This design comes from an exercise in tuning for small area and a short achievable clock period on the open sky130 flow, not from production work. RTL that was checked went through simulation tests only; none was proved equivalent to the original. No functional check of the RTL was part of run 1. No activity file was given, so power comes from the tool's default toggle rates.

## flow/design.v (module list and top-level ports; edited modules follow where they fit)
// module MAC_R0_0_16: 212 lines
// module MAC_R0_16_17: 301 lines
// module MAC_R0_17_18: 313 lines
// module MAC_R0_18_18: 313 lines
// module MAC_RN_0_16: 310 lines
// module MAC_RN_16_17: 389 lines
// module MAC_RN_17_18: 401 lines
// module MAC_RN_18_18: 401 lines
// module MMU: 53 lines
module MMU #(parameter depth=4, bit_width=8, acc_width=32, size=4)
(
   input          clk,
   input          control,
   input  [31:0]  data_arr,
   input  [31:0]  wt_arr,
   output [127:0] acc_out
);
  // ...
==> flow/flow/run.sh <==
#!/bin/bash
# Layout flow: the standard flow (standard.sh), with one change to
# synthesis: Yosys's synth runs without the quick ABC pass of its fine stage
# (synth -noabc), so that extract_fa meets the full and half adders as the
# RTL writes them and maps them without inverters around them. Registers
# and everything after synthesis are as in the standard flow.
set -euo pipefail
work=$(pwd)
sed 's/yosys synth -nofsm -noshare {\*}\$args/yosys synth -nofsm -noshare -noabc {*}$args/' \
  synth_recipe.tcl > own_synth.tcl
grep -q -- '-noabc' own_synth.tcl
bash standard.sh SYNTH_SCRIPT="$work/own_synth.tcl" finish > standard.log 2>&1
==> flow/standard.sh <==
#!/bin/bash
# synth_recipe.tcl (not shown) runs the flow's synth.tcl, then flattens the netlist and writes it again
# the make line also repeats each setting of config.mk as NAME=value (left out here)
make -C /OpenROAD-flow-scripts/flow DESIGN_CONFIG=/design/flow/config.mk WORK_HOME=/design/flow/orfs CLKGATE_MAP_FILE= SYNTH_SCRIPT=/design/flow/synth_recipe.tcl "${@:-finish}"
==> flow/config.mk <==
export PLATFORM = sky130hd
export DESIGN_NAME = MMU
export DESIGN_NICKNAME = MMU
export VERILOG_FILES = /design/flow/design.v
export SDC_FILE = /design/flow/constraint.sdc
export NUM_CORES = 4
export LEC_CHECK = 0
export CAP_MARGIN = 20
export CORE_MARGIN = 2
export CORE_UTILIZATION = 40
export SETUP_SLACK_MARGIN = 4.2
export SLEW_MARGIN = 20
==> flow/constraint.sdc <==
create_clock -name core_clock -period 7.0 [get_ports {clk}]
set_input_delay 1.4000 -clock core_clock [delete_from_list [all_inputs] [get_ports {clk}]]
set_output_delay 1.4000 -clock core_clock [all_outputs]
set_load 0.01 [all_outputs]
==> impl_metrics.yaml, run 1 <==
grt:
  grt_util_met1_pct: 24.1
hold_path:
  holdPathEnd: "row[3].gn.u_c0.acc_out[0]"
  whs_path_depth: 1
detailed_routing:
  drtAntennaViolNets: 0
  top_layer: "met5"
  route.met2.wl_mm: 55.7
  post_drt_wl_per_cell_um: 17.5
placed_design:
  portBuffers: 137
floorplan:
  floorplan.initialDensity_pct: 40.2
  core_area_sq_um: 141000
cells_and_area:
  fin_nets: 6148
  final_util_pct: 46.5
  layout.nonclk_buf_share_pct: 3.08
  syn_to_final_growth_pct: 15.6
  multi_input_area_sq_um: 35400
pwr:
  power_leakage_nw: 29.9
  total_power_mw: 19.4
  comb_cell_power_mw: 5.89
cts:
  clock_path_buffers: 3
  cts_buffers: 113
timing:
  worst_slack_ns: 4.16
  final-setup-viol-count: 0
  drv_slew: 0
yosys:
  synth.top_cell.area_share_pct: 29.5
  yosys.area_share.simple_pct: 15.6
  synthTopCellsByCount: "837 x dfxtp_1, 793 x and2_1, 634 x fa_1"
run_status:
  outcome: "finished clean"
==> run 2: changes to the inputs <==
--- a/flow/design.v
+++ b/flow/design.v
@@ -78,18 +78,18 @@
    assign p_s15 = pr0[5] ^ pr1[3] ^ pr2[1];
    assign p_c16 = (pr0[5] & pr1[3]) | (pr0[5] & pr2[1]) | (pr1[3] & pr2[1]);
-   assign p_s17 = p_s1 ^ pr2[2] ^ pr3[0];
-   assign p_c18 = (p_s1 & pr2[2]) | (p_s1 & pr3[0]) | (pr2[2] & pr3[0]);
-   assign p_s19 = p_c2 ^ p_s3 ^ pr3[1];
-   assign p_c20 = (p_c2 & p_s3) | (p_c2 & pr3[1]) | (p_s3 & pr3[1]);
-   assign p_s21 = p_c4 ^ p_s5 ^ pr3[2];
-   assign p_c22 = (p_c4 & p_s5) | (p_c4 & pr3[2]) | (p_s5 & pr3[2]);
-   assign p_s23 = p_c6 ^ p_s7 ^ pr3[3];
-   assign p_c24 = (p_c6 & p_s7) | (p_c6 & pr3[3]) | (p_s7 & pr3[3]);
-   assign p_s25 = p_c8 ^ p_s9 ^ pr3[4];
-   assign p_c26 = (p_c8 & p_s9) | (p_c8 & pr3[4]) | (p_s9 & pr3[4]);
-   assign p_s27 = p_c10 ^ p_s11 ^ pr3[5];
-   assign p_c28 = (p_c10 & p_s11) | (p_c10 & pr3[5]) | (p_s11 & pr3[5]);
-   assign p_s29 = p_c12 ^ pr2[8] ^ pr3[6];
-   assign p_c30 = (p_c12 & pr2[8]) | (p_c12 & pr3[6]) | (pr2[8] & pr3[6]);
+   assign p_s17 = pr2[2] ^ pr3[0] ^ p_s1;
+   assign p_c18 = (pr2[2] & pr3[0]) | (pr2[2] & p_s1) | (pr3[0] & p_s1);
+   assign p_s19 = pr3[1] ^ p_c2 ^ p_s3;
+   assign p_c20 = (pr3[1] & p_c2) | (pr3[1] & p_s3) | (p_c2 & p_s3);
+   assign p_s21 = pr3[2] ^ p_c4 ^ p_s5;
+   assign p_c22 = (pr3[2] & p_c4) | (pr3[2] & p_s5) | (p_c4 & p_s5);
+   assign p_s23 = pr3[3] ^ p_c6 ^ p_s7;
+   assign p_c24 = (pr3[3] & p_c6) | (pr3[3] & p_s7) | (p_c6 & p_s7);
+   assign p_s25 = pr3[4] ^ p_s9 ^ p_c8;
+   assign p_c26 = (pr3[4] & p_s9) | (pr3[4] & p_c8) | (p_s9 & p_c8);
+   assign p_s27 = pr3[5] ^ p_c10 ^ p_s11;
+   assign p_c28 = (pr3[5] & p_c10) | (pr3[5] & p_s11) | (p_c10 & p_s11);
+   assign p_s29 = pr2[8] ^ pr3[6] ^ p_c12;
+   assign p_c30 = (pr2[8] & pr3[6]) | (pr2[8] & p_c12) | (pr3[6] & p_c12);
    assign p_s31 = pr2[9] ^ pr3[7];
    assign p_c32 = pr2[9] & pr3[7];
@@ -319,18 +319,18 @@
    assign p_s15 = pr0[5] ^ pr1[3] ^ pr2[1];
    assign p_c16 = (pr0[5] & pr1[3]) | (pr0[5] & pr2[1]) | (pr1[3] & pr2[1]);
-   assign p_s17 = p_s1 ^ pr2[2] ^ pr3[0];
-   assign p_c18 = (p_s1 & pr2[2]) | (p_s1 & pr3[0]) | (pr2[2] & pr3[0]);
-   assign p_s19 = p_c2 ^ p_s3 ^ pr3[1];
-   assign p_c20 = (p_c2 & p_s3) | (p_c2 & pr3[1]) | (p_s3 & pr3[1]);
-   assign p_s21 = p_c4 ^ p_s5 ^ pr3[2];
-   assign p_c22 = (p_c4 & p_s5) | (p_c4 & pr3[2]) | (p_s5 & pr3[2]);
-   assign p_s23 = p_c6 ^ p_s7 ^ pr3[3];
-   assign p_c24 = (p_c6 & p_s7) | (p_c6 & pr3[3]) | (p_s7 & pr3[3]);
-   assign p_s25 = p_c8 ^ p_s9 ^ pr3[4];
-   assign p_c26 = (p_c8 & p_s9) | (p_c8 & pr3[4]) | (p_s9 & pr3[4]);
-   assign p_s27 = p_c10 ^ p_s11 ^ pr3[5];
-   assign p_c28 = (p_c10 & p_s11) | (p_c10 & pr3[5]) | (p_s11 & pr3[5]);
-   assign p_s29 = p_c12 ^ pr2[8] ^ pr3[6];
-   assign p_c30 = (p_c12 & pr2[8]) | (p_c12 & pr3[6]) | (pr2[8] & pr3[6]);
+   assign p_s17 = pr2[2] ^ pr3[0] ^ p_s1;
+   assign p_c18 = (pr2[2] & pr3[0]) | (pr2[2] & p_s1) | (pr3[0] & p_s1);
+   assign p_s19 = pr3[1] ^ p_c2 ^ p_s3;
+   assign p_c20 = (pr3[1] & p_c2) | (pr3[1] & p_s3) | (p_c2 & p_s3);
+   assign p_s21 = pr3[2] ^ p_c4 ^ p_s5;
+   assign p_c22 = (pr3[2] & p_c4) | (pr3[2] & p_s5) | (p_c4 & p_s5);
+   assign p_s23 = pr3[3] ^ p_c6 ^ p_s7;
+   assign p_c24 = (pr3[3] & p_c6) | (pr3[3] & p_s7) | (p_c6 & p_s7);
+   assign p_s25 = pr3[4] ^ p_s9 ^ p_c8;
+   assign p_c26 = (pr3[4] & p_s9) | (pr3[4] & p_c8) | (p_s9 & p_c8);
+   assign p_s27 = pr3[5] ^ p_c10 ^ p_s11;
+   assign p_c28 = (pr3[5] & p_c10) | (pr3[5] & p_s11) | (p_c10 & p_s11);
+   assign p_s29 = pr2[8] ^ pr3[6] ^ p_c12;
+   assign p_c30 = (pr2[8] & pr3[6]) | (pr2[8] & p_c12) | (pr3[6] & p_c12);
    assign p_s31 = pr2[9] ^ pr3[7];
    assign p_c32 = pr2[9] & pr3[7];
@@ -620,18 +620,18 @@
    assign p_s15 = pr0[5] ^ pr1[3] ^ pr2[1];
    assign p_c16 = (pr0[5] & pr1[3]) | (pr0[5] & pr2[1]) | (pr1[3] & pr2[1]);
-   assign p_s17 = p_s1 ^ pr2[2] ^ pr3[0];
-   assign p_c18 = (p_s1 & pr2[2]) | (p_s1 & pr3[0]) | (pr2[2] & pr3[0]);
-   assign p_s19 = p_c2 ^ p_s3 ^ pr3[1];
-   assign p_c20 = (p_c2 & p_s3) | (p_c2 & pr3[1]) | (p_s3 & pr3[1]);
-   assign p_s21 = p_c4 ^ p_s5 ^ pr3[2];
-   assign p_c22 = (p_c4 & p_s5) | (p_c4 & pr3[2]) | (p_s5 & pr3[2]);
-   assign p_s23 = p_c6 ^ p_s7 ^ pr3[3];
-   assign p_c24 = (p_c6 & p_s7) | (p_c6 & pr3[3]) | (p_s7 & pr3[3]);
-   assign p_s25 = p_c8 ^ p_s9 ^ pr3[4];
-   assign p_c26 = (p_c8 & p_s9) | (p_c8 & pr3[4]) | (p_s9 & pr3[4]);
-   assign p_s27 = p_c10 ^ p_s11 ^ pr3[5];
-   assign p_c28 = (p_c10 & p_s11) | (p_c10 & pr3[5]) | (p_s11 & pr3[5]);
-   assign p_s29 = p_c12 ^ pr2[8] ^ pr3[6];
-   assign p_c30 = (p_c12 & pr2[8]) | (p_c12 & pr3[6]) | (pr2[8] & pr3[6]);
+   assign p_s17 = pr2[2] ^ pr3[0] ^ p_s1;
+   assign p_c18 = (pr2[2] & pr3[0]) | (pr2[2] & p_s1) | (pr3[0] & p_s1);
+   assign p_s19 = pr3[1] ^ p_c2 ^ p_s3;
+   assign p_c20 = (pr3[1] & p_c2) | (pr3[1] & p_s3) | (p_c2 & p_s3);
+   assign p_s21 = pr3[2] ^ p_c4 ^ p_s5;
+   assign p_c22 = (pr3[2] & p_c4) | (pr3[2] & p_s5) | (p_c4 & p_s5);
+   assign p_s23 = pr3[3] ^ p_c6 ^ p_s7;
+   assign p_c24 = (pr3[3] & p_c6) | (pr3[3] & p_s7) | (p_c6 & p_s7);
+   assign p_s25 = pr3[4] ^ p_s9 ^ p_c8;
+   assign p_c26 = (pr3[4] & p_s9) | (pr3[4] & p_c8) | (p_s9 & p_c8);
+   assign p_s27 = pr3[5] ^ p_c10 ^ p_s11;
+   assign p_c28 = (pr3[5] & p_c10) | (pr3[5] & p_s11) | (p_c10 & p_s11);
+   assign p_s29 = pr2[8] ^ pr3[6] ^ p_c12;
+   assign p_c30 = (pr2[8] & pr3[6]) | (pr2[8] & p_c12) | (pr3[6] & p_c12);
    assign p_s31 = pr2[9] ^ pr3[7];
    assign p_c32 = pr2[9] & pr3[7];
@@ -933,18 +933,18 @@
    assign p_s15 = pr0[5] ^ pr1[3] ^ pr2[1];
    assign p_c16 = (pr0[5] & pr1[3]) | (pr0[5] & pr2[1]) | (pr1[3] & pr2[1]);
-   assign p_s17 = p_s1 ^ pr2[2] ^ pr3[0];
-   assign p_c18 = (p_s1 & pr2[2]) | (p_s1 & pr3[0]) | (pr2[2] & pr3[0]);
-   assign p_s19 = p_c2 ^ p_s3 ^ pr3[1];
-   assign p_c20 = (p_c2 & p_s3) | (p_c2 & pr3[1]) | (p_s3 & pr3[1]);
-   assign p_s21 = p_c4 ^ p_s5 ^ pr3[2];
-   assign p_c22 = (p_c4 & p_s5) | (p_c4 & pr3[2]) | (p_s5 & pr3[2]);
-   assign p_s23 = p_c6 ^ p_s7 ^ pr3[3];
-   assign p_c24 = (p_c6 & p_s7) | (p_c6 & pr3[3]) | (p_s7 & pr3[3]);
-   assign p_s25 = p_c8 ^ p_s9 ^ pr3[4];
-   assign p_c26 = (p_c8 & p_s9) | (p_c8 & pr3[4]) | (p_s9 & pr3[4]);
-   assign p_s27 = p_c10 ^ p_s11 ^ pr3[5];
-   assign p_c28 = (p_c10 & p_s11) | (p_c10 & pr3[5]) | (p_s11 & pr3[5]);
-   assign p_s29 = p_c12 ^ pr2[8] ^ pr3[6];
-   assign p_c30 = (p_c12 & pr2[8]) | (p_c12 & pr3[6]) | (pr2[8] & pr3[6]);
+   assign p_s17 = pr2[2] ^ pr3[0] ^ p_s1;
+   assign p_c18 = (pr2[2] & pr3[0]) | (pr2[2] & p_s1) | (pr3[0] & p_s1);
+   assign p_s19 = pr3[1] ^ p_c2 ^ p_s3;
+   assign p_c20 = (pr3[1] & p_c2) | (pr3[1] & p_s3) | (p_c2 & p_s3);
+   assign p_s21 = pr3[2] ^ p_c4 ^ p_s5;
+   assign p_c22 = (pr3[2] & p_c4) | (pr3[2] & p_s5) | (p_c4 & p_s5);
+   assign p_s23 = pr3[3] ^ p_c6 ^ p_s7;
+   assign p_c24 = (pr3[3] & p_c6) | (pr3[3] & p_s7) | (p_c6 & p_s7);
+   assign p_s25 = pr3[4] ^ p_s9 ^ p_c8;
+   assign p_c26 = (pr3[4] & p_s9) | (pr3[4] & p_c8) | (p_s9 & p_c8);
+   assign p_s27 = pr3[5] ^ p_c10 ^ p_s11;
+   assign p_c28 = (pr3[5] & p_c10) | (pr3[5] & p_s11) | (p_c10 & p_s11);
+   assign p_s29 = pr2[8] ^ pr3[6] ^ p_c12;
+   assign p_c30 = (pr2[8] & pr3[6]) | (pr2[8] & p_c12) | (pr3[6] & p_c12);
    assign p_s31 = pr2[9] ^ pr3[7];
    assign p_c32 = pr2[9] & pr3[7];
@@ -1256,70 +1256,70 @@
    assign p_s17 = pp[26] ^ pp[33];
    assign p_c18 = pp[26] & pp[33];
-   assign p_s19 = p_s1 ^ pp[20] ^ pp[27];
-   assign p_c20 = (p_s1 & pp[20]) | (p_s1 & pp[27]) | (pp[20] & pp[27]);
-   assign p_s21 = pp[34] ^ pp[41] ^ pp[48];
-   assign p_c22 = (pp[34] & pp[41]) | (pp[34] & pp[48]) | (pp[41] & pp[48]);
-   assign p_s23 = p_c2 ^ p_s3 ^ p_s5;
-   assign p_c24 = (p_c2 & p_s3) | (p_c2 & p_s5) | (p_s3 & p_s5);
-   assign p_s25 = pp[42] ^ pp[49] ^ pp[56];
-   assign p_c26 = (pp[42] & pp[49]) | (pp[42] & pp[56]) | (pp[49] & pp[56]);
-   assign p_s27 = p_c4 ^ p_c6 ^ p_s7;
-   assign p_c28 = (p_c4 & p_c6) | (p_c4 & p_s7) | (p_c6 & p_s7);
-   assign p_s29 = p_s9 ^ pp[50] ^ pp[57];
-   assign p_c30 = (p_s9 & pp[50]) | (p_s9 & pp[57]) | (pp[50] & pp[57]);
-   assign p_s31 = p_c8 ^ p_c10 ^ p_s11;
-   assign p_c32 = (p_c8 & p_c10) | (p_c8 & p_s11) | (p_c10 & p_s11);
-   assign p_s33 = pp[44] ^ pp[51] ^ pp[58];
-   assign p_c34 = (pp[44] & pp[51]) | (pp[44] & pp[58]) | (pp[51] & pp[58]);
-   assign p_s35 = p_c12 ^ pp[31] ^ pp[38];
-   assign p_c36 = (p_c12 & pp[31]) | (p_c12 & pp[38]) | (pp[31] & pp[38]);
-   assign p_s37 = pp[45] ^ pp[52] ^ pp[59];
-   assign p_c38 = (pp[45] & pp[52]) | (pp[45] & pp[59]) | (pp[52] & pp[59]);
+   assign p_s19 = pp[20] ^ pp[27] ^ pp[34];
+   assign p_c20 = (pp[20] & pp[27]) | (pp[20] & pp[34]) | (pp[27] & pp[34]);
+   assign p_s21 = pp[41] ^ pp[48] ^ p_s1;
+   assign p_c22 = (pp[41] & pp[48]) | (pp[41] & p_s1) | (pp[48] & p_s1);
+   assign p_s23 = pp[42] ^ pp[49] ^ pp[56];
+   assign p_c24 = (pp[42] & pp[49]) | (pp[42] & pp[56]) | (pp[49] & pp[56]);
+   assign p_s25 = p_c2 ^ p_s5 ^ p_s3;
+   assign p_c26 = (p_c2 & p_s5) | (p_c2 & p_s3) | (p_s5 & p_s3);
+   assign p_s27 = pp[50] ^ pp[57] ^ p_c6;
+   assign p_c28 = (pp[50] & pp[57]) | (pp[50] & p_c6) | (pp[57] & p_c6);
+   assign p_s29 = p_s9 ^ p_c4 ^ p_s7;
+   assign p_c30 = (p_s9 & p_c4) | (p_s9 & p_s7) | (p_c4 & p_s7);
+   assign p_s31 = pp[44] ^ pp[51] ^ pp[58];
+   assign p_c32 = (pp[44] & pp[51]) | (pp[44] & pp[58]) | (pp[51] & pp[58]);
+   assign p_s33 = p_c10 ^ p_c8 ^ p_s11;
+   assign p_c34 = (p_c10 & p_c8) | (p_c10 & p_s11) | (p_c8 & p_s11);
+   assign p_s35 = pp[31] ^ pp[38] ^ pp[45];
+   assign p_c36 = (pp[31] & pp[38]) | (pp[31] & pp[45]) | (pp[38] & pp[45]);
+   assign p_s37 = pp[52] ^ pp[59] ^ p_c12;
+   assign p_c38 = (pp[52] & pp[59]) | (pp[52] & p_c12) | (pp[59] & p_c12);
    assign p_s39 = pp[39] ^ pp[46] ^ pp[53];
    assign p_c40 = (pp[39] & pp[46]) | (pp[39] & pp[53]) | (pp[46] & pp[53]);
    assign p_s41 = pp[3] ^ pp[10];
    assign p_c42 = pp[3] & pp[10];
-   assign p_s43 = p_s13 ^ pp[18] ^ pp[25];
-   assign p_c44 = (p_s13 & pp[18]) | (p_s13 & pp[25]) | (pp[18] & pp[25]);
-   assign p_s45 = p_c14 ^ p_s15 ^ p_s17;
-   assign p_c46 = (p_c14 & p_s15) | (p_c14 & p_s17) | (p_s15 & p_s17);
-   assign p_s47 = p_c16 ^ p_c18 ^ p_s19;
-   assign p_c48 = (p_c16 & p_c18) | (p_c16 & p_s19) | (p_c18 & p_s19);
-   assign p_s49 = p_c20 ^ p_c22 ^ p_s23;
-   assign p_c50 = (p_c20 & p_c22) | (p_c20 & p_s23) | (p_c22 & p_s23);
-   assign p_s51 = p_c24 ^ p_c26 ^ p_s27;
-   assign p_c52 = (p_c24 & p_c26) | (p_c24 & p_s27) | (p_c26 & p_s27);
-   assign p_s53 = p_c28 ^ p_c30 ^ p_s31;
-   assign p_c54 = (p_c28 & p_c30) | (p_c28 & p_s31) | (p_c30 & p_s31);
-   assign p_s55 = p_c32 ^ p_c34 ^ p_s35;
-   assign p_c56 = (p_c32 & p_c34) | (p_c32 & p_s35) | (p_c34 & p_s35);
-   assign p_s57 = p_c36 ^ p_c38 ^ p_s39;
-   assign p_c58 = (p_c36 & p_c38) | (p_c36 & p_s39) | (p_c38 & p_s39);
-   assign p_s59 = p_c40 ^ pp[47] ^ pp[54];
-   assign p_c60 = (p_c40 & pp[47]) | (p_c40 & pp[54]) | (pp[47] & pp[54]);
+   assign p_s43 = pp[18] ^ pp[25] ^ pp[32];
+   assign p_c44 = (pp[18] & pp[25]) | (pp[18] & pp[32]) | (pp[25] & pp[32]);
+   assign p_s45 = pp[40] ^ p_c14 ^ p_s17;
+   assign p_c46 = (pp[40] & p_c14) | (pp[40] & p_s17) | (p_c14 & p_s17);
+   assign p_s47 = p_c18 ^ p_c16 ^ p_s19;
+   assign p_c48 = (p_c18 & p_c16) | (p_c18 & p_s19) | (p_c16 & p_s19);
+   assign p_s49 = p_c20 ^ p_s23 ^ p_c22;
+   assign p_c50 = (p_c20 & p_s23) | (p_c20 & p_c22) | (p_s23 & p_c22);
+   assign p_s51 = p_c24 ^ p_s27 ^ p_c26;
+   assign p_c52 = (p_c24 & p_s27) | (p_c24 & p_c26) | (p_s27 & p_c26);
+   assign p_s53 = p_s31 ^ p_c28 ^ p_c30;
+   assign p_c54 = (p_s31 & p_c28) | (p_s31 & p_c30) | (p_c28 & p_c30);
+   assign p_s55 = p_c32 ^ p_s35 ^ p_s37;
+   assign p_c56 = (p_c32 & p_s35) | (p_c32 & p_s37) | (p_s35 & p_s37);
+   assign p_s57 = pp[60] ^ p_c36 ^ p_s39;
+   assign p_c58 = (pp[60] & p_c36) | (pp[60] & p_s39) | (p_c36 & p_s39);
+   assign p_s59 = pp[47] ^ pp[54] ^ pp[61];
+   assign p_c60 = (pp[47] & pp[54]) | (pp[47] & pp[61]) | (pp[54] & pp[61]);
    assign p_s61 = pp[2] ^ pp[9];
    assign p_c62 = pp[2] & pp[9];
-   assign p_s63 = p_s41 ^ pp[17] ^ pp[24];
-   assign p_c64 = (p_s41 & pp[17]) | (p_s41 & pp[24]) | (pp[17] & pp[24]);
-   assign p_s65 = p_c42 ^ p_s43 ^ pp[32];
-   assign p_c66 = (p_c42 & p_s43) | (p_c42 & pp[32]) | (p_s43 & pp[32]);
-   assign p_s67 = p_c44 ^ p_s45 ^ pp[40];
-   assign p_c68 = (p_c44 & p_s45) | (p_c44 & pp[40]) | (p_s45 & pp[40]);
-   assign p_s69 = p_c46 ^ p_s47 ^ p_s21;
-   assign p_c70 = (p_c46 & p_s47) | (p_c46 & p_s21) | (p_s47 & p_s21);
-   assign p_s71 = p_c48 ^ p_s49 ^ p_s25;
-   assign p_c72 = (p_c48 & p_s49) | (p_c48 & p_s25) | (p_s49 & p_s25);
-   assign p_s73 = p_c50 ^ p_s51 ^ p_s29;
-   assign p_c74 = (p_c50 & p_s51) | (p_c50 & p_s29) | (p_s51 & p_s29);
-   assign p_s75 = p_c52 ^ p_s53 ^ p_s33;
-   assign p_c76 = (p_c52 & p_s53) | (p_c52 & p_s33) | (p_s53 & p_s33);
-   assign p_s77 = p_c54 ^ p_s55 ^ p_s37;
-   assign p_c78 = (p_c54 & p_s55) | (p_c54 & p_s37) | (p_s55 & p_s37);
-   assign p_s79 = p_c56 ^ p_s57 ^ pp[60];
-   assign p_c80 = (p_c56 & p_s57) | (p_c56 & pp[60]) | (p_s57 & pp[60]);
-   assign p_s81 = p_c58 ^ p_s59 ^ pp[61];
-   assign p_c82 = (p_c58 & p_s59) | (p_c58 & pp[61]) | (p_s59 & pp[61]);
-   assign p_s83 = p_c60 ^ pp[55] ^ pp[62];
-   assign p_c84 = (p_c60 & pp[55]) | (p_c60 & pp[62]) | (pp[55] & pp[62]);
+   assign p_s63 = pp[17] ^ pp[24] ^ p_s41;
+   assign p_c64 = (pp[17] & pp[24]) | (pp[17] & p_s41) | (pp[24] & p_s41);
+   assign p_s65 = p_c42 ^ p_s13 ^ p_s43;
+   assign p_c66 = (p_c42 & p_s13) | (p_c42 & p_s43) | (p_s13 & p_s43);
+   assign p_s67 = p_c44 ^ p_s15 ^ p_s45;
+   assign p_c68 = (p_c44 & p_s15) | (p_c44 & p_s45) | (p_s15 & p_s45);
+   assign p_s69 = p_c46 ^ p_s21 ^ p_s47;
+   assign p_c70 = (p_c46 & p_s21) | (p_c46 & p_s47) | (p_s21 & p_s47);
+   assign p_s71 = p_c48 ^ p_s25 ^ p_s49;
+   assign p_c72 = (p_c48 & p_s25) | (p_c48 & p_s49) | (p_s25 & p_s49);
+   assign p_s73 = p_s29 ^ p_c50 ^ p_s51;
+   assign p_c74 = (p_s29 & p_c50) | (p_s29 & p_s51) | (p_c50 & p_s51);
+   assign p_s75 = p_s33 ^ p_c52 ^ p_s53;
+   assign p_c76 = (p_s33 & p_c52) | (p_s33 & p_s53) | (p_c52 & p_s53);
+   assign p_s77 = p_c34 ^ p_c54 ^ p_s55;
+   assign p_c78 = (p_c34 & p_c54) | (p_c34 & p_s55) | (p_c54 & p_s55);
+   assign p_s79 = p_c38 ^ p_s57 ^ p_c56;
+   assign p_c80 = (p_c38 & p_s57) | (p_c38 & p_c56) | (p_s57 & p_c56);
+   assign p_s81 = p_c40 ^ p_s59 ^ p_c58;
+   assign p_c82 = (p_c40 & p_s59) | (p_c40 & p_c58) | (p_s59 & p_c58);
+   assign p_s83 = pp[55] ^ pp[62] ^ p_c60;
+   assign p_c84 = (pp[55] & pp[62]) | (pp[55] & p_c60) | (pp[62] & p_c60);
    wire c_g0_0 = m[1] & m[2];
    wire c_p0_0 = m[1] ^ m[2];
@@ -1595,70 +1595,70 @@
    assign p_s17 = pp[26] ^ pp[33];
    assign p_c18 = pp[26] & pp[33];
-   assign p_s19 = p_s1 ^ pp[20] ^ pp[27];
-   assign p_c20 = (p_s1 & pp[20]) | (p_s1 & pp[27]) | (pp[20] & pp[27]);
-   assign p_s21 = pp[34] ^ pp[41] ^ pp[48];
-   assign p_c22 = (pp[34] & pp[41]) | (pp[34] & pp[48]) | (pp[41] & pp[48]);
-   assign p_s23 = p_c2 ^ p_s3 ^ p_s5;
-   assign p_c24 = (p_c2 & p_s3) | (p_c2 & p_s5) | (p_s3 & p_s5);
-   assign p_s25 = pp[42] ^ pp[49] ^ pp[56];
-   assign p_c26 = (pp[42] & pp[49]) | (pp[42] & pp[56]) | (pp[49] & pp[56]);
-   assign p_s27 = p_c4 ^ p_c6 ^ p_s7;
-   assign p_c28 = (p_c4 & p_c6) | (p_c4 & p_s7) | (p_c6 & p_s7);
-   assign p_s29 = p_s9 ^ pp[50] ^ pp[57];
-   assign p_c30 = (p_s9 & pp[50]) | (p_s9 & pp[57]) | (pp[50] & pp[57]);
-   assign p_s31 = p_c8 ^ p_c10 ^ p_s11;
-   assign p_c32 = (p_c8 & p_c10) | (p_c8 & p_s11) | (p_c10 & p_s11);
-   assign p_s33 = pp[44] ^ pp[51] ^ pp[58];
-   assign p_c34 = (pp[44] & pp[51]) | (pp[44] & pp[58]) | (pp[51] & pp[58]);
-   assign p_s35 = p_c12 ^ pp[31] ^ pp[38];
-   assign p_c36 = (p_c12 & pp[31]) | (p_c12 & pp[38]) | (pp[31] & pp[38]);
-   assign p_s37 = pp[45] ^ pp[52] ^ pp[59];
-   assign p_c38 = (pp[45] & pp[52]) | (pp[45] & pp[59]) | (pp[52] & pp[59]);
+   assign p_s19 = pp[20] ^ pp[27] ^ pp[34];
+   assign p_c20 = (pp[20] & pp[27]) | (pp[20] & pp[34]) | (pp[27] & pp[34]);
+   assign p_s21 = pp[41] ^ pp[48] ^ p_s1;
+   assign p_c22 = (pp[41] & pp[48]) | (pp[41] & p_s1) | (pp[48] & p_s1);
+   assign p_s23 = pp[42] ^ pp[49] ^ pp[56];
+   assign p_c24 = (pp[42] & pp[49]) | (pp[42] & pp[56]) | (pp[49] & pp[56]);
+   assign p_s25 = p_c2 ^ p_s5 ^ p_s3;
+   assign p_c26 = (p_c2 & p_s5) | (p_c2 & p_s3) | (p_s5 & p_s3);
+   assign p_s27 = pp[50] ^ pp[57] ^ p_c6;
+   assign p_c28 = (pp[50] & pp[57]) | (pp[50] & p_c6) | (pp[57] & p_c6);
+   assign p_s29 = p_s9 ^ p_c4 ^ p_s7;
+   assign p_c30 = (p_s9 & p_c4) | (p_s9 & p_s7) | (p_c4 & p_s7);
+   assign p_s31 = pp[44] ^ pp[51] ^ pp[58];
+   assign p_c32 = (pp[44] & pp[51]) | (pp[44] & pp[58]) | (pp[51] & pp[58]);
+   assign p_s33 = p_c10 ^ p_c8 ^ p_s11;
+   assign p_c34 = (p_c10 & p_c8) | (p_c10 & p_s11) | (p_c8 & p_s11);
+   assign p_s35 = pp[31] ^ pp[38] ^ pp[45];
+   assign p_c36 = (pp[31] & pp[38]) | (pp[31] & pp[45]) | (pp[38] & pp[45]);
+   assign p_s37 = pp[52] ^ pp[59] ^ p_c12;
+   assign p_c38 = (pp[52] & pp[59]) | (pp[52] & p_c12) | (pp[59] & p_c12);
    assign p_s39 = pp[39] ^ pp[46] ^ pp[53];
    assign p_c40 = (pp[39] & pp[46]) | (pp[39] & pp[53]) | (pp[46] & pp[53]);
    assign p_s41 = pp[3] ^ pp[10];
    assign p_c42 = pp[3] & pp[10];
-   assign p_s43 = p_s13 ^ pp[18] ^ pp[25];
-   assign p_c44 = (p_s13 & pp[18]) | (p_s13 & pp[25]) | (pp[18] & pp[25]);
-   assign p_s45 = p_c14 ^ p_s15 ^ p_s17;
-   assign p_c46 = (p_c14 & p_s15) | (p_c14 & p_s17) | (p_s15 & p_s17);
-   assign p_s47 = p_c16 ^ p_c18 ^ p_s19;
-   assign p_c48 = (p_c16 & p_c18) | (p_c16 & p_s19) | (p_c18 & p_s19);
-   assign p_s49 = p_c20 ^ p_c22 ^ p_s23;
-   assign p_c50 = (p_c20 & p_c22) | (p_c20 & p_s23) | (p_c22 & p_s23);
-   assign p_s51 = p_c24 ^ p_c26 ^ p_s27;
-   assign p_c52 = (p_c24 & p_c26) | (p_c24 & p_s27) | (p_c26 & p_s27);
-   assign p_s53 = p_c28 ^ p_c30 ^ p_s31;
-   assign p_c54 = (p_c28 & p_c30) | (p_c28 & p_s31) | (p_c30 & p_s31);
-   assign p_s55 = p_c32 ^ p_c34 ^ p_s35;
-   assign p_c56 = (p_c32 & p_c34) | (p_c32 & p_s35) | (p_c34 & p_s35);
-   assign p_s57 = p_c36 ^ p_c38 ^ p_s39;
-   assign p_c58 = (p_c36 & p_c38) | (p_c36 & p_s39) | (p_c38 & p_s39);
-   assign p_s59 = p_c40 ^ pp[47] ^ pp[54];
-   assign p_c60 = (p_c40 & pp[47]) | (p_c40 & pp[54]) | (pp[47] & pp[54]);
+   assign p_s43 = pp[18] ^ pp[25] ^ pp[32];
+   assign p_c44 = (pp[18] & pp[25]) | (pp[18] & pp[32]) | (pp[25] & pp[32]);
+   assign p_s45 = pp[40] ^ p_c14 ^ p_s17;
+   assign p_c46 = (pp[40] & p_c14) | (pp[40] & p_s17) | (p_c14 & p_s17);
+   assign p_s47 = p_c18 ^ p_c16 ^ p_s19;
+   assign p_c48 = (p_c18 & p_c16) | (p_c18 & p_s19) | (p_c16 & p_s19);
+   assign p_s49 = p_c20 ^ p_s23 ^ p_c22;
+   assign p_c50 = (p_c20 & p_s23) | (p_c20 & p_c22) | (p_s23 & p_c22);
+   assign p_s51 = p_c24 ^ p_s27 ^ p_c26;
+   assign p_c52 = (p_c24 & p_s27) | (p_c24 & p_c26) | (p_s27 & p_c26);
+   assign p_s53 = p_s31 ^ p_c28 ^ p_c30;
+   assign p_c54 = (p_s31 & p_c28) | (p_s31 & p_c30) | (p_c28 & p_c30);
+   assign p_s55 = p_c32 ^ p_s35 ^ p_s37;
+   assign p_c56 = (p_c32 & p_s35) | (p_c32 & p_s37) | (p_s35 & p_s37);
+   assign p_s57 = pp[60] ^ p_c36 ^ p_s39;
+   assign p_c58 = (pp[60] & p_c36) | (pp[60] & p_s39) | (p_c36 & p_s39);
+   assign p_s59 = pp[47] ^ pp[54] ^ pp[61];
+   assign p_c60 = (pp[47] & pp[54]) | (pp[47] & pp[61]) | (pp[54] & pp[61]);
    assign p_s61 = pp[2] ^ pp[9];
    assign p_c62 = pp[2] & pp[9];
-   assign p_s63 = p_s41 ^ pp[17] ^ pp[24];
-   assign p_c64 = (p_s41 & pp[17]) | (p_s41 & pp[24]) | (pp[17] & pp[24]);
-   assign p_s65 = p_c42 ^ p_s43 ^ pp[32];
-   assign p_c66 = (p_c42 & p_s43) | (p_c42 & pp[32]) | (p_s43 & pp[32]);
-   assign p_s67 = p_c44 ^ p_s45 ^ pp[40];
-   assign p_c68 = (p_c44 & p_s45) | (p_c44 & pp[40]) | (p_s45 & pp[40]);
-   assign p_s69 = p_c46 ^ p_s47 ^ p_s21;
-   assign p_c70 = (p_c46 & p_s47) | (p_c46 & p_s21) | (p_s47 & p_s21);
-   assign p_s71 = p_c48 ^ p_s49 ^ p_s25;
-   assign p_c72 = (p_c48 & p_s49) | (p_c48 & p_s25) | (p_s49 & p_s25);
-   assign p_s73 = p_c50 ^ p_s51 ^ p_s29;
-   assign p_c74 = (p_c50 & p_s51) | (p_c50 & p_s29) | (p_s51 & p_s29);
-   assign p_s75 = p_c52 ^ p_s53 ^ p_s33;
-   assign p_c76 = (p_c52 & p_s53) | (p_c52 & p_s33) | (p_s53 & p_s33);
-   assign p_s77 = p_c54 ^ p_s55 ^ p_s37;
-   assign p_c78 = (p_c54 & p_s55) | (p_c54 & p_s37) | (p_s55 & p_s37);
-   assign p_s79 = p_c56 ^ p_s57 ^ pp[60];
-   assign p_c80 = (p_c56 & p_s57) | (p_c56 & pp[60]) | (p_s57 & pp[60]);
-   assign p_s81 = p_c58 ^ p_s59 ^ pp[61];
-   assign p_c82 = (p_c58 & p_s59) | (p_c58 & pp[61]) | (p_s59 & pp[61]);
-   assign p_s83 = p_c60 ^ pp[55] ^ pp[62];
-   assign p_c84 = (p_c60 & pp[55]) | (p_c60 & pp[62]) | (pp[55] & pp[62]);
+   assign p_s63 = pp[17] ^ pp[24] ^ p_s41;
+   assign p_c64 = (pp[17] & pp[24]) | (pp[17] & p_s41) | (pp[24] & p_s41);
+   assign p_s65 = p_c42 ^ p_s13 ^ p_s43;
+   assign p_c66 = (p_c42 & p_s13) | (p_c42 & p_s43) | (p_s13 & p_s43);
+   assign p_s67 = p_c44 ^ p_s15 ^ p_s45;
+   assign p_c68 = (p_c44 & p_s15) | (p_c44 & p_s45) | (p_s15 & p_s45);
+   assign p_s69 = p_c46 ^ p_s21 ^ p_s47;
+   assign p_c70 = (p_c46 & p_s21) | (p_c46 & p_s47) | (p_s21 & p_s47);
+   assign p_s71 = p_c48 ^ p_s25 ^ p_s49;
+   assign p_c72 = (p_c48 & p_s25) | (p_c48 & p_s49) | (p_s25 & p_s49);
+   assign p_s73 = p_s29 ^ p_c50 ^ p_s51;
+   assign p_c74 = (p_s29 & p_c50) | (p_s29 & p_s51) | (p_c50 & p_s51);
+   assign p_s75 = p_s33 ^ p_c52 ^ p_s53;
+   assign p_c76 = (p_s33 & p_c52) | (p_s33 & p_s53) | (p_c52 & p_s53);
+   assign p_s77 = p_c34 ^ p_c54 ^ p_s55;
+   assign p_c78 = (p_c34 & p_c54) | (p_c34 & p_s55) | (p_c54 & p_s55);
+   assign p_s79 = p_c38 ^ p_s57 ^ p_c56;
+   assign p_c80 = (p_c38 & p_s57) | (p_c38 & p_c56) | (p_s57 & p_c56);
+   assign p_s81 = p_c40 ^ p_s59 ^ p_c58;
+   assign p_c82 = (p_c40 & p_s59) | (p_c40 & p_c58) | (p_s59 & p_c58);
+   assign p_s83 = pp[55] ^ pp[62] ^ p_c60;
+   assign p_c84 = (pp[55] & pp[62]) | (pp[55] & p_c60) | (pp[62] & p_c60);
    assign q_s1 = m[1] ^ m[2];
    assign q_c2 = m[1] & m[2];
@@ -1984,70 +1984,70 @@
    assign p_s17 = pp[26] ^ pp[33];
    assign p_c18 = pp[26] & pp[33];
-   assign p_s19 = p_s1 ^ pp[20] ^ pp[27];
-   assign p_c20 = (p_s1 & pp[20]) | (p_s1 & pp[27]) | (pp[20] & pp[27]);
-   assign p_s21 = pp[34] ^ pp[41] ^ pp[48];
-   assign p_c22 = (pp[34] & pp[41]) | (pp[34] & pp[48]) | (pp[41] & pp[48]);
-   assign p_s23 = p_c2 ^ p_s3 ^ p_s5;
-   assign p_c24 = (p_c2 & p_s3) | (p_c2 & p_s5) | (p_s3 & p_s5);
-   assign p_s25 = pp[42] ^ pp[49] ^ pp[56];
-   assign p_c26 = (pp[42] & pp[49]) | (pp[42] & pp[56]) | (pp[49] & pp[56]);
-   assign p_s27 = p_c4 ^ p_c6 ^ p_s7;
-   assign p_c28 = (p_c4 & p_c6) | (p_c4 & p_s7) | (p_c6 & p_s7);
-   assign p_s29 = p_s9 ^ pp[50] ^ pp[57];
-   assign p_c30 = (p_s9 & pp[50]) | (p_s9 & pp[57]) | (pp[50] & pp[57]);
-   assign p_s31 = p_c8 ^ p_c10 ^ p_s11;
-   assign p_c32 = (p_c8 & p_c10) | (p_c8 & p_s11) | (p_c10 & p_s11);
-   assign p_s33 = pp[44] ^ pp[51] ^ pp[58];
-   assign p_c34 = (pp[44] & pp[51]) | (pp[44] & pp[58]) | (pp[51] & pp[58]);
-   assign p_s35 = p_c12 ^ pp[31] ^ pp[38];
-   assign p_c36 = (p_c12 & pp[31]) | (p_c12 & pp[38]) | (pp[31] & pp[38]);
-   assign p_s37 = pp[45] ^ pp[52] ^ pp[59];
-   assign p_c38 = (pp[45] & pp[52]) | (pp[45] & pp[59]) | (pp[52] & pp[59]);
+   assign p_s19 = pp[20] ^ pp[27] ^ pp[34];
+   assign p_c20 = (pp[20] & pp[27]) | (pp[20] & pp[34]) | (pp[27] & pp[34]);
+   assign p_s21 = pp[41] ^ pp[48] ^ p_s1;
+   assign p_c22 = (pp[41] & pp[48]) | (pp[41] & p_s1) | (pp[48] & p_s1);
+   assign p_s23 = pp[42] ^ pp[49] ^ pp[56];
+   assign p_c24 = (pp[42] & pp[49]) | (pp[42] & pp[56]) | (pp[49] & pp[56]);
+   assign p_s25 = p_c2 ^ p_s5 ^ p_s3;
+   assign p_c26 = (p_c2 & p_s5) | (p_c2 & p_s3) | (p_s5 & p_s3);
+   assign p_s27 = pp[50] ^ pp[57] ^ p_c6;
+   assign p_c28 = (pp[50] & pp[57]) | (pp[50] & p_c6) | (pp[57] & p_c6);
+   assign p_s29 = p_s9 ^ p_c4 ^ p_s7;
+   assign p_c30 = (p_s9 & p_c4) | (p_s9 & p_s7) | (p_c4 & p_s7);
+   assign p_s31 = pp[44] ^ pp[51] ^ pp[58];
+   assign p_c32 = (pp[44] & pp[51]) | (pp[44] & pp[58]) | (pp[51] & pp[58]);
+   assign p_s33 = p_c10 ^ p_c8 ^ p_s11;
+   assign p_c34 = (p_c10 & p_c8) | (p_c10 & p_s11) | (p_c8 & p_s11);
+   assign p_s35 = pp[31] ^ pp[38] ^ pp[45];
+   assign p_c36 = (pp[31] & pp[38]) | (pp[31] & pp[45]) | (pp[38] & pp[45]);
+   assign p_s37 = pp[52] ^ pp[59] ^ p_c12;
+   assign p_c38 = (pp[52] & pp[59]) | (pp[52] & p_c12) | (pp[59] & p_c12);
    assign p_s39 = pp[39] ^ pp[46] ^ pp[53];
    assign p_c40 = (pp[39] & pp[46]) | (pp[39] & pp[53]) | (pp[46] & pp[53]);
    assign p_s41 = pp[3] ^ pp[10];
    assign p_c42 = pp[3] & pp[10];
-   assign p_s43 = p_s13 ^ pp[18] ^ pp[25];
-   assign p_c44 = (p_s13 & pp[18]) | (p_s13 & pp[25]) | (pp[18] & pp[25]);
-   assign p_s45 = p_c14 ^ p_s15 ^ p_s17;
-   assign p_c46 = (p_c14 & p_s15) | (p_c14 & p_s17) | (p_s15 & p_s17);
-   assign p_s47 = p_c16 ^ p_c18 ^ p_s19;
-   assign p_c48 = (p_c16 & p_c18) | (p_c16 & p_s19) | (p_c18 & p_s19);
-   assign p_s49 = p_c20 ^ p_c22 ^ p_s23;
-   assign p_c50 = (p_c20 & p_c22) | (p_c20 & p_s23) | (p_c22 & p_s23);
-   assign p_s51 = p_c24 ^ p_c26 ^ p_s27;
-   assign p_c52 = (p_c24 & p_c26) | (p_c24 & p_s27) | (p_c26 & p_s27);
-   assign p_s53 = p_c28 ^ p_c30 ^ p_s31;
-   assign p_c54 = (p_c28 & p_c30) | (p_c28 & p_s31) | (p_c30 & p_s31);
-   assign p_s55 = p_c32 ^ p_c34 ^ p_s35;
-   assign p_c56 = (p_c32 & p_c34) | (p_c32 & p_s35) | (p_c34 & p_s35);
-   assign p_s57 = p_c36 ^ p_c38 ^ p_s39;
-   assign p_c58 = (p_c36 & p_c38) | (p_c36 & p_s39) | (p_c38 & p_s39);
-   assign p_s59 = p_c40 ^ pp[47] ^ pp[54];
-   assign p_c60 = (p_c40 & pp[47]) | (p_c40 & pp[54]) | (pp[47] & pp[54]);
+   assign p_s43 = pp[18] ^ pp[25] ^ pp[32];
+   assign p_c44 = (pp[18] & pp[25]) | (pp[18] & pp[32]) | (pp[25] & pp[32]);
+   assign p_s45 = pp[40] ^ p_c14 ^ p_s17;
+   assign p_c46 = (pp[40] & p_c14) | (pp[40] & p_s17) | (p_c14 & p_s17);
+   assign p_s47 = p_c18 ^ p_c16 ^ p_s19;
+   assign p_c48 = (p_c18 & p_c16) | (p_c18 & p_s19) | (p_c16 & p_s19);
+   assign p_s49 = p_c20 ^ p_s23 ^ p_c22;
+   assign p_c50 = (p_c20 & p_s23) | (p_c20 & p_c22) | (p_s23 & p_c22);
+   assign p_s51 = p_c24 ^ p_s27 ^ p_c26;
+   assign p_c52 = (p_c24 & p_s27) | (p_c24 & p_c26) | (p_s27 & p_c26);
+   assign p_s53 = p_s31 ^ p_c28 ^ p_c30;
+   assign p_c54 = (p_s31 & p_c28) | (p_s31 & p_c30) | (p_c28 & p_c30);
+   assign p_s55 = p_c32 ^ p_s35 ^ p_s37;
+   assign p_c56 = (p_c32 & p_s35) | (p_c32 & p_s37) | (p_s35 & p_s37);
+   assign p_s57 = pp[60] ^ p_c36 ^ p_s39;
+   assign p_c58 = (pp[60] & p_c36) | (pp[60] & p_s39) | (p_c36 & p_s39);
+   assign p_s59 = pp[47] ^ pp[54] ^ pp[61];
+   assign p_c60 = (pp[47] & pp[54]) | (pp[47] & pp[61]) | (pp[54] & pp[61]);
    assign p_s61 = pp[2] ^ pp[9];
    assign p_c62 = pp[2] & pp[9];
-   assign p_s63 = p_s41 ^ pp[17] ^ pp[24];
-   assign p_c64 = (p_s41 & pp[17]) | (p_s41 & pp[24]) | (pp[17] & pp[24]);
-   assign p_s65 = p_c42 ^ p_s43 ^ pp[32];
-   assign p_c66 = (p_c42 & p_s43) | (p_c42 & pp[32]) | (p_s43 & pp[32]);
-   assign p_s67 = p_c44 ^ p_s45 ^ pp[40];
-   assign p_c68 = (p_c44 & p_s45) | (p_c44 & pp[40]) | (p_s45 & pp[40]);
-   assign p_s69 = p_c46 ^ p_s47 ^ p_s21;
-   assign p_c70 = (p_c46 & p_s47) | (p_c46 & p_s21) | (p_s47 & p_s21);
-   assign p_s71 = p_c48 ^ p_s49 ^ p_s25;
-   assign p_c72 = (p_c48 & p_s49) | (p_c48 & p_s25) | (p_s49 & p_s25);
-   assign p_s73 = p_c50 ^ p_s51 ^ p_s29;
-   assign p_c74 = (p_c50 & p_s51) | (p_c50 & p_s29) | (p_s51 & p_s29);
-   assign p_s75 = p_c52 ^ p_s53 ^ p_s33;
-   assign p_c76 = (p_c52 & p_s53) | (p_c52 & p_s33) | (p_s53 & p_s33);
-   assign p_s77 = p_c54 ^ p_s55 ^ p_s37;
-   assign p_c78 = (p_c54 & p_s55) | (p_c54 & p_s37) | (p_s55 & p_s37);
-   assign p_s79 = p_c56 ^ p_s57 ^ pp[60];
-   assign p_c80 = (p_c56 & p_s57) | (p_c56 & pp[60]) | (p_s57 & pp[60]);
-   assign p_s81 = p_c58 ^ p_s59 ^ pp[61];
-   assign p_c82 = (p_c58 & p_s59) | (p_c58 & pp[61]) | (p_s59 & pp[61]);
-   assign p_s83 = p_c60 ^ pp[55] ^ pp[62];
-   assign p_c84 = (p_c60 & pp[55]) | (p_c60 & pp[62]) | (pp[55] & pp[62]);
+   assign p_s63 = pp[17] ^ pp[24] ^ p_s41;
+   assign p_c64 = (pp[17] & pp[24]) | (pp[17] & p_s41) | (pp[24] & p_s41);
+   assign p_s65 = p_c42 ^ p_s13 ^ p_s43;
+   assign p_c66 = (p_c42 & p_s13) | (p_c42 & p_s43) | (p_s13 & p_s43);
+   assign p_s67 = p_c44 ^ p_s15 ^ p_s45;
+   assign p_c68 = (p_c44 & p_s15) | (p_c44 & p_s45) | (p_s15 & p_s45);
+   assign p_s69 = p_c46 ^ p_s21 ^ p_s47;
+   assign p_c70 = (p_c46 & p_s21) | (p_c46 & p_s47) | (p_s21 & p_s47);
+   assign p_s71 = p_c48 ^ p_s25 ^ p_s49;
+   assign p_c72 = (p_c48 & p_s25) | (p_c48 & p_s49) | (p_s25 & p_s49);
+   assign p_s73 = p_s29 ^ p_c50 ^ p_s51;
+   assign p_c74 = (p_s29 & p_c50) | (p_s29 & p_s51) | (p_c50 & p_s51);
+   assign p_s75 = p_s33 ^ p_c52 ^ p_s53;
+   assign p_c76 = (p_s33 & p_c52) | (p_s33 & p_s53) | (p_c52 & p_s53);
+   assign p_s77 = p_c34 ^ p_c54 ^ p_s55;
+   assign p_c78 = (p_c34 & p_c54) | (p_c34 & p_s55) | (p_c54 & p_s55);
+   assign p_s79 = p_c38 ^ p_s57 ^ p_c56;
+   assign p_c80 = (p_c38 & p_s57) | (p_c38 & p_c56) | (p_s57 & p_c56);
+   assign p_s81 = p_c40 ^ p_s59 ^ p_c58;
+   assign p_c82 = (p_c40 & p_s59) | (p_c40 & p_c58) | (p_s59 & p_c58);
+   assign p_s83 = pp[55] ^ pp[62] ^ p_c60;
+   assign p_c84 = (pp[55] & pp[62]) | (pp[55] & p_c60) | (pp[62] & p_c60);
    assign q_s1 = m[1] ^ m[2];
    assign q_c2 = m[1] & m[2];
@@ -2385,70 +2385,70 @@
    assign p_s17 = pp[26] ^ pp[33];
    assign p_c18 = pp[26] & pp[33];
-   assign p_s19 = p_s1 ^ pp[20] ^ pp[27];
-   assign p_c20 = (p_s1 & pp[20]) | (p_s1 & pp[27]) | (pp[20] & pp[27]);
-   assign p_s21 = pp[34] ^ pp[41] ^ pp[48];
-   assign p_c22 = (pp[34] & pp[41]) | (pp[34] & pp[48]) | (pp[41] & pp[48]);
-   assign p_s23 = p_c2 ^ p_s3 ^ p_s5;
-   assign p_c24 = (p_c2 & p_s3) | (p_c2 & p_s5) | (p_s3 & p_s5);
-   assign p_s25 = pp[42] ^ pp[49] ^ pp[56];
-   assign p_c26 = (pp[42] & pp[49]) | (pp[42] & pp[56]) | (pp[49] & pp[56]);
-   assign p_s27 = p_c4 ^ p_c6 ^ p_s7;
-   assign p_c28 = (p_c4 & p_c6) | (p_c4 & p_s7) | (p_c6 & p_s7);
-   assign p_s29 = p_s9 ^ pp[50] ^ pp[57];
-   assign p_c30 = (p_s9 & pp[50]) | (p_s9 & pp[57]) | (pp[50] & pp[57]);
-   assign p_s31 = p_c8 ^ p_c10 ^ p_s11;
-   assign p_c32 = (p_c8 & p_c10) | (p_c8 & p_s11) | (p_c10 & p_s11);
-   assign p_s33 = pp[44] ^ pp[51] ^ pp[58];
-   assign p_c34 = (pp[44] & pp[51]) | (pp[44] & pp[58]) | (pp[51] & pp[58]);
-   assign p_s35 = p_c12 ^ pp[31] ^ pp[38];
-   assign p_c36 = (p_c12 & pp[31]) | (p_c12 & pp[38]) | (pp[31] & pp[38]);
-   assign p_s37 = pp[45] ^ pp[52] ^ pp[59];
-   assign p_c38 = (pp[45] & pp[52]) | (pp[45] & pp[59]) | (pp[52] & pp[59]);
+   assign p_s19 = pp[20] ^ pp[27] ^ pp[34];
+   assign p_c20 = (pp[20] & pp[27]) | (pp[20] & pp[34]) | (pp[27] & pp[34]);
+   assign p_s21 = pp[41] ^ pp[48] ^ p_s1;
+   assign p_c22 = (pp[41] & pp[48]) | (pp[41] & p_s1) | (pp[48] & p_s1);
+   assign p_s23 = pp[42] ^ pp[49] ^ pp[56];
+   assign p_c24 = (pp[42] & pp[49]) | (pp[42] & pp[56]) | (pp[49] & pp[56]);
+   assign p_s25 = p_c2 ^ p_s5 ^ p_s3;
+   assign p_c26 = (p_c2 & p_s5) | (p_c2 & p_s3) | (p_s5 & p_s3);
+   assign p_s27 = pp[50] ^ pp[57] ^ p_c6;
+   assign p_c28 = (pp[50] & pp[57]) | (pp[50] & p_c6) | (pp[57] & p_c6);
+   assign p_s29 = p_s9 ^ p_c4 ^ p_s7;
+   assign p_c30 = (p_s9 & p_c4) | (p_s9 & p_s7) | (p_c4 & p_s7);
+   assign p_s31 = pp[44] ^ pp[51] ^ pp[58];
+   assign p_c32 = (pp[44] & pp[51]) | (pp[44] & pp[58]) | (pp[51] & pp[58]);
+   assign p_s33 = p_c10 ^ p_c8 ^ p_s11;
+   assign p_c34 = (p_c10 & p_c8) | (p_c10 & p_s11) | (p_c8 & p_s11);
+   assign p_s35 = pp[31] ^ pp[38] ^ pp[45];
+   assign p_c36 = (pp[31] & pp[38]) | (pp[31] & pp[45]) | (pp[38] & pp[45]);
+   assign p_s37 = pp[52] ^ pp[59] ^ p_c12;
+   assign p_c38 = (pp[52] & pp[59]) | (pp[52] & p_c12) | (pp[59] & p_c12);
    assign p_s39 = pp[39] ^ pp[46] ^ pp[53];
    assign p_c40 = (pp[39] & pp[46]) | (pp[39] & pp[53]) | (pp[46] & pp[53]);
    assign p_s41 = pp[3] ^ pp[10];
    assign p_c42 = pp[3] & pp[10];
-   assign p_s43 = p_s13 ^ pp[18] ^ pp[25];
-   assign p_c44 = (p_s13 & pp[18]) | (p_s13 & pp[25]) | (pp[18] & pp[25]);
-   assign p_s45 = p_c14 ^ p_s15 ^ p_s17;
-   assign p_c46 = (p_c14 & p_s15) | (p_c14 & p_s17) | (p_s15 & p_s17);
-   assign p_s47 = p_c16 ^ p_c18 ^ p_s19;
-   assign p_c48 = (p_c16 & p_c18) | (p_c16 & p_s19) | (p_c18 & p_s19);
-   assign p_s49 = p_c20 ^ p_c22 ^ p_s23;
-   assign p_c50 = (p_c20 & p_c22) | (p_c20 & p_s23) | (p_c22 & p_s23);
-   assign p_s51 = p_c24 ^ p_c26 ^ p_s27;
-   assign p_c52 = (p_c24 & p_c26) | (p_c24 & p_s27) | (p_c26 & p_s27);
-   assign p_s53 = p_c28 ^ p_c30 ^ p_s31;
-   assign p_c54 = (p_c28 & p_c30) | (p_c28 & p_s31) | (p_c30 & p_s31);
-   assign p_s55 = p_c32 ^ p_c34 ^ p_s35;
-   assign p_c56 = (p_c32 & p_c34) | (p_c32 & p_s35) | (p_c34 & p_s35);
-   assign p_s57 = p_c36 ^ p_c38 ^ p_s39;
-   assign p_c58 = (p_c36 & p_c38) | (p_c36 & p_s39) | (p_c38 & p_s39);
-   assign p_s59 = p_c40 ^ pp[47] ^ pp[54];
-   assign p_c60 = (p_c40 & pp[47]) | (p_c40 & pp[54]) | (pp[47] & pp[54]);
+   assign p_s43 = pp[18] ^ pp[25] ^ pp[32];
+   assign p_c44 = (pp[18] & pp[25]) | (pp[18] & pp[32]) | (pp[25] & pp[32]);
+   assign p_s45 = pp[40] ^ p_c14 ^ p_s17;
+   assign p_c46 = (pp[40] & p_c14) | (pp[40] & p_s17) | (p_c14 & p_s17);
+   assign p_s47 = p_c18 ^ p_c16 ^ p_s19;
+   assign p_c48 = (p_c18 & p_c16) | (p_c18 & p_s19) | (p_c16 & p_s19);
+   assign p_s49 = p_c20 ^ p_s23 ^ p_c22;
+   assign p_c50 = (p_c20 & p_s23) | (p_c20 & p_c22) | (p_s23 & p_c22);
+   assign p_s51 = p_c24 ^ p_s27 ^ p_c26;
+   assign p_c52 = (p_c24 & p_s27) | (p_c24 & p_c26) | (p_s27 & p_c26);
+   assign p_s53 = p_s31 ^ p_c28 ^ p_c30;
+   assign p_c54 = (p_s31 & p_c28) | (p_s31 & p_c30) | (p_c28 & p_c30);
+   assign p_s55 = p_c32 ^ p_s35 ^ p_s37;
+   assign p_c56 = (p_c32 & p_s35) | (p_c32 & p_s37) | (p_s35 & p_s37);
+   assign p_s57 = pp[60] ^ p_c36 ^ p_s39;
+   assign p_c58 = (pp[60] & p_c36) | (pp[60] & p_s39) | (p_c36 & p_s39);
+   assign p_s59 = pp[47] ^ pp[54] ^ pp[61];
+   assign p_c60 = (pp[47] & pp[54]) | (pp[47] & pp[61]) | (pp[54] & pp[61]);
    assign p_s61 = pp[2] ^ pp[9];
    assign p_c62 = pp[2] & pp[9];
-   assign p_s63 = p_s41 ^ pp[17] ^ pp[24];
-   assign p_c64 = (p_s41 & pp[17]) | (p_s41 & pp[24]) | (pp[17] & pp[24]);
-   assign p_s65 = p_c42 ^ p_s43 ^ pp[32];
-   assign p_c66 = (p_c42 & p_s43) | (p_c42 & pp[32]) | (p_s43 & pp[32]);
-   assign p_s67 = p_c44 ^ p_s45 ^ pp[40];
-   assign p_c68 = (p_c44 & p_s45) | (p_c44 & pp[40]) | (p_s45 & pp[40]);
-   assign p_s69 = p_c46 ^ p_s47 ^ p_s21;
-   assign p_c70 = (p_c46 & p_s47) | (p_c46 & p_s21) | (p_s47 & p_s21);
-   assign p_s71 = p_c48 ^ p_s49 ^ p_s25;
-   assign p_c72 = (p_c48 & p_s49) | (p_c48 & p_s25) | (p_s49 & p_s25);
-   assign p_s73 = p_c50 ^ p_s51 ^ p_s29;
-   assign p_c74 = (p_c50 & p_s51) | (p_c50 & p_s29) | (p_s51 & p_s29);
-   assign p_s75 = p_c52 ^ p_s53 ^ p_s33;
-   assign p_c76 = (p_c52 & p_s53) | (p_c52 & p_s33) | (p_s53 & p_s33);
-   assign p_s77 = p_c54 ^ p_s55 ^ p_s37;
-   assign p_c78 = (p_c54 & p_s55) | (p_c54 & p_s37) | (p_s55 & p_s37);
-   assign p_s79 = p_c56 ^ p_s57 ^ pp[60];
-   assign p_c80 = (p_c56 & p_s57) | (p_c56 & pp[60]) | (p_s57 & pp[60]);
-   assign p_s81 = p_c58 ^ p_s59 ^ pp[61];
-   assign p_c82 = (p_c58 & p_s59) | (p_c58 & pp[61]) | (p_s59 & pp[61]);
-   assign p_s83 = p_c60 ^ pp[55] ^ pp[62];
-   assign p_c84 = (p_c60 & pp[55]) | (p_c60 & pp[62]) | (pp[55] & pp[62]);
+   assign p_s63 = pp[17] ^ pp[24] ^ p_s41;
+   assign p_c64 = (pp[17] & pp[24]) | (pp[17] & p_s41) | (pp[24] & p_s41);
+   assign p_s65 = p_c42 ^ p_s13 ^ p_s43;
+   assign p_c66 = (p_c42 & p_s13) | (p_c42 & p_s43) | (p_s13 & p_s43);
+   assign p_s67 = p_c44 ^ p_s15 ^ p_s45;
+   assign p_c68 = (p_c44 & p_s15) | (p_c44 & p_s45) | (p_s15 & p_s45);
+   assign p_s69 = p_c46 ^ p_s21 ^ p_s47;
+   assign p_c70 = (p_c46 & p_s21) | (p_c46 & p_s47) | (p_s21 & p_s47);
+   assign p_s71 = p_c48 ^ p_s25 ^ p_s49;
+   assign p_c72 = (p_c48 & p_s25) | (p_c48 & p_s49) | (p_s25 & p_s49);
+   assign p_s73 = p_s29 ^ p_c50 ^ p_s51;
+   assign p_c74 = (p_s29 & p_c50) | (p_s29 & p_s51) | (p_c50 & p_s51);
+   assign p_s75 = p_s33 ^ p_c52 ^ p_s53;
+   assign p_c76 = (p_s33 & p_c52) | (p_s33 & p_s53) | (p_c52 & p_s53);
+   assign p_s77 = p_c34 ^ p_c54 ^ p_s55;
+   assign p_c78 = (p_c34 & p_c54) | (p_c34 & p_s55) | (p_c54 & p_s55);
+   assign p_s79 = p_c38 ^ p_s57 ^ p_c56;
+   assign p_c80 = (p_c38 & p_s57) | (p_c38 & p_c56) | (p_s57 & p_c56);
+   assign p_s81 = p_c40 ^ p_s59 ^ p_c58;
+   assign p_c82 = (p_c40 & p_s59) | (p_c40 & p_c58) | (p_s59 & p_c58);
+   assign p_s83 = pp[55] ^ pp[62] ^ p_c60;
+   assign p_c84 = (pp[55] & pp[62]) | (pp[55] & p_c60) | (pp[62] & p_c60);
    assign q_s1 = m[1] ^ m[2];
    assign q_c2 = m[1] & m[2];
--- a/flow/config.mk
+++ b/flow/config.mk
@@ -8,5 +8,7 @@
 export CAP_MARGIN = 20
 export CORE_MARGIN = 2
-export CORE_UTILIZATION = 40
+export CORE_UTILIZATION = 55
+export CTS_CLUSTER_DIAMETER = 70
+export CTS_CLUSTER_SIZE = 25
 export SETUP_SLACK_MARGIN = 4.2
 export SLEW_MARGIN = 20
==> run 2 against run 1 <==
Largest cell class unchanged. Clock skew shrank 0.013 ns. Final cell count shrank 8.3%. Area after synthesis grew 0.32%. Via count shrank 1.3%. Cell area shrank 2.8%. Power shrank 7.6%. Highest routed layer is now met4. Flip-flop and latch count is the same. Critical path depth grew 3. Non-clock buffer count is the same. Count of clock-buffer cells in the layout shrank 67. Fmax shrank 0.59%.
==> impl_metrics.yaml, run 2 <==
yosys:
  synth.most_common_cell: "dfxtp_1"
  synth_warnings: 10
  yosys.area.top_type: "dfxtp_1"
  synthArstFlopShare_pct: 0
  ys.flop_type: "dfxtp_1"
  synth.top_cell.area_share_pct: 29.4
  synth_cell_types: 78
  synth.avg_cell_area_sq_um: 11.8
  synth_cells: 4818
  netlist_top_cells_area: "dfxtp_1 29%, fa_1 22%, and2_1 8.7%"
  synthTopCellsByCount: "837 x dfxtp_1, 791 x and2_1, 634 x fa_1"
  synth_compound_area_share_pct: 8.75
  synthXorXnorAreaFrac_pct: 2.70
  synth-seq-cells: 1001
  synth_mux_area_share_pct: 2.91
  synth_edf_count: 164
  synth_area_sq_um: 57100
  yosys.area_share.simple_pct: 15.4
  ys_seq_area_share_pct: 38.0
  synth_top_family_by_area: "adder cells"
  synth_fa_ha_area_share_pct: 30.5
cts:
  clk_pin_slew_worst_paths_ns: 0.08
  cts_tree: "yes"
  clock_path_buffers: 3
  cts_buffers: 75
  h-tree-depth: 3
  clock-sinks: 1001
  cts-hold-fix-buffers: 0
  clock_latency_ns: 0.65
  root_buffer: "clkbuf_16"
cells_and_area:
  fill_cells: 8422
  syn_to_final_growth_pct: 11.9
  n_antenna_cell: 0
  regMostFlops: "d"
  drive_above_1_share_pct: 11.6
  final_common_cell: "dfxtp_1"
  fin_nets: 6104
  final_util_pct: 61.9
  largest_register_ffs: 96
  final_cell_mix: "807 x dfxtp_1, 767 x and2_1, 604 x fa_1"
placed_design:
  routabilityCongestion: 0.846
  hpwl_mm: 89.8
  pre_cts_ws_ns: 2.94
  portBuffers: 137
worst_setup_path:
  critPathLaunchType: "flop"
  crit_path_end_kind: "flop"
  worstSetupPathType: "flop to flop"
  crit_arrival_ns: 3.40
  worstPathRequired_ns: 7.54
  path_max_fanout: 3
timing:
  final-setup-viol-count: 0
  rsz0062_at_grt: "true"
  worst_slack_ns: 4.14
  fin_crit_ns: 2.86
  fin_crit_sh_pct: 40.8
  hold_viol: 0
  slew_headroom_pct: 48.6
  timing.setup.tns_ns: 0
  fin_skew_ns: 0.0259
  holdWs_ns: 0.431
  tightest_slew_ns: 0.770
  drv_slew: 0
  max_clock_freq_ghz: 0.350
floorplan:
  die_height_um: 326
  ios: 194
  rows: 118
  floorplan.initialDensity_pct: 55.3
  die_w_um: 326
  core_area_sq_um: 103000
  die-area_sq_um: 106000
hold_path:
  holdCritPathClass: "flop to flop"
detailed_routing:
  drcViolationCount: 0
  drt-vias-per-instance: 5.30
  drtAntennaViolNets: 0
  post_drt_wl_per_cell_um: 18.4
  drt-initial-drc-count: 1619
  totalWireLength_mm: 119
  via_count: 34320
  drt_pass1_iterations: 5
pwr:
  power_density_nw_per_um2: 281
  power_leakage_nw: 29.4
  ir_worst_vdd_mv: 0.251
grt:
  grt.overflow.total: 0
  grt_pass1_vias: 35931
  antenna_found_initial: 2
  grt_max_degree: 145
  grt_pass1_wl_mm: 196
  grt_usage_pct: 22.9
run_status:
  outcome: "finished clean"
flow_run:
  cap_violations: 0
run 2: stage by stage:
stage                     power, mW  cell area [sq um]  cells
after floorplan                11.4              57600   4873
after detailed placement       12.8              59700   6239
after CTS                      17.9              63100   6435
after global placement         12.8              59700   6239
after global routing           19.2              63900   6470
final                          17.9              63900   6470
run 2: cells by family after synthesis:
group	count (synthesis)
flip-flops	1001
AND/OR/NAND/NOR	1559
adder cells (fa/ha/maj)	1010
AO/OA/AOI/OAI	707
multiplexers	150
other	1
XOR/XNOR	176
buffers and inverters	214
run 2: final cells by class:
type                    count  area (sq um)  area share (%)
clock buffers              88          2110            3.30
clock inverters            51           691            1.08
inverters                  56           210           0.329
multi-input cells        3658         35400            55.4
flip-flops and latches   1001         21700            34.0
well taps                1380          1730            2.70
repair buffers            236          2020            3.16
run 2: worst max-delay path: stages (launching register included):
cell and delay, ns:
dfxtp_2 0.33, fa_1 0.59, ha_4 0.24, a21oi_4 0.15
o31ai_4 0.09, o311a_1 0.34, o31ai_4 0.26, a31oi_4 0.15
a21oi_2 0.25, mux2_2 0.36
run 2: timing repair:
action,in CTS,in global routing
resized for setup,177,158
setup endpoints to repair,194,138
setup buffers,57,35
pin swaps,30,91
run 2: per-layer routing:
metal	GRT usage (%)	vias up	wire (um)
met5	0	-	0
met4	4.54	0	1960
met3	2.84	123	4050
met2	35.0	541	52000
met1	35.2	16927	60900
li1	-	16729	-
run 2: final timing paths:
path,cells after the start,slack [ns],end,startpoint
max,9,4.14,row[0].g0.u_c3.acc_out[17],row[0].g0.u_c2.acc_out[4]
min,1,0.43,row[2].gn.u_c0.acc_out[0],row[2].gn.u_c0.m[0]
max reg2reg,9,4.14,row[0].g0.u_c3.acc_out[17],row[0].g0.u_c2.acc_out[4]
min reg2reg,1,0.43,row[2].gn.u_c0.acc_out[0],row[2].gn.u_c0.m[0]
run 2: power by group:
| group | switching, mW | internal, mW | total (mW) |
|---|---|---|---|
| clock | 2.37 | 2.46 | 4.83 |
| sequential | 0.616 | 6.65 | 7.26 |
| combinational | 3.14 | 2.71 | 5.85 |

[port drivers added, routing unchanged]
In the flow no input, the clock included, has a driving cell. The finished layouts below were timed again as built, in two steps.
Step 1 sets driving cells, clkbuf_16 on the clock port and buf_2 on the other inputs (assumed; they add their load-dependent delay and slew).
Step 2 moves the port delays by t, midway between the first and last clock arrival at a register: inputs arrive t later, outputs are due t later. That takes back most of the time a late clock gives input paths.
Slacks: ideal ports / drivers / drivers and shift; pairs: ideal ports / drivers.
run	shift t [ns]	slack for setup (ns)	worst hold slack (ns)	worst register clock-pin slew, ns	worst slew at a driven data input, ns
run 1	0.796	4.162 / 4.162 / 3.519	0.437 / 0.437 / 0.437	0.07 / 0.07	0.06
run 2	0.712	4.145 / 4.145 / 3.538	0.431 / 0.431 / 0.431	0.09 / 0.09	0.05
After both steps every run listed still meets setup and hold. The setup slack of run 1, which loses most, moves by 0.000 ns with the drivers and by -0.643 ns with both steps.
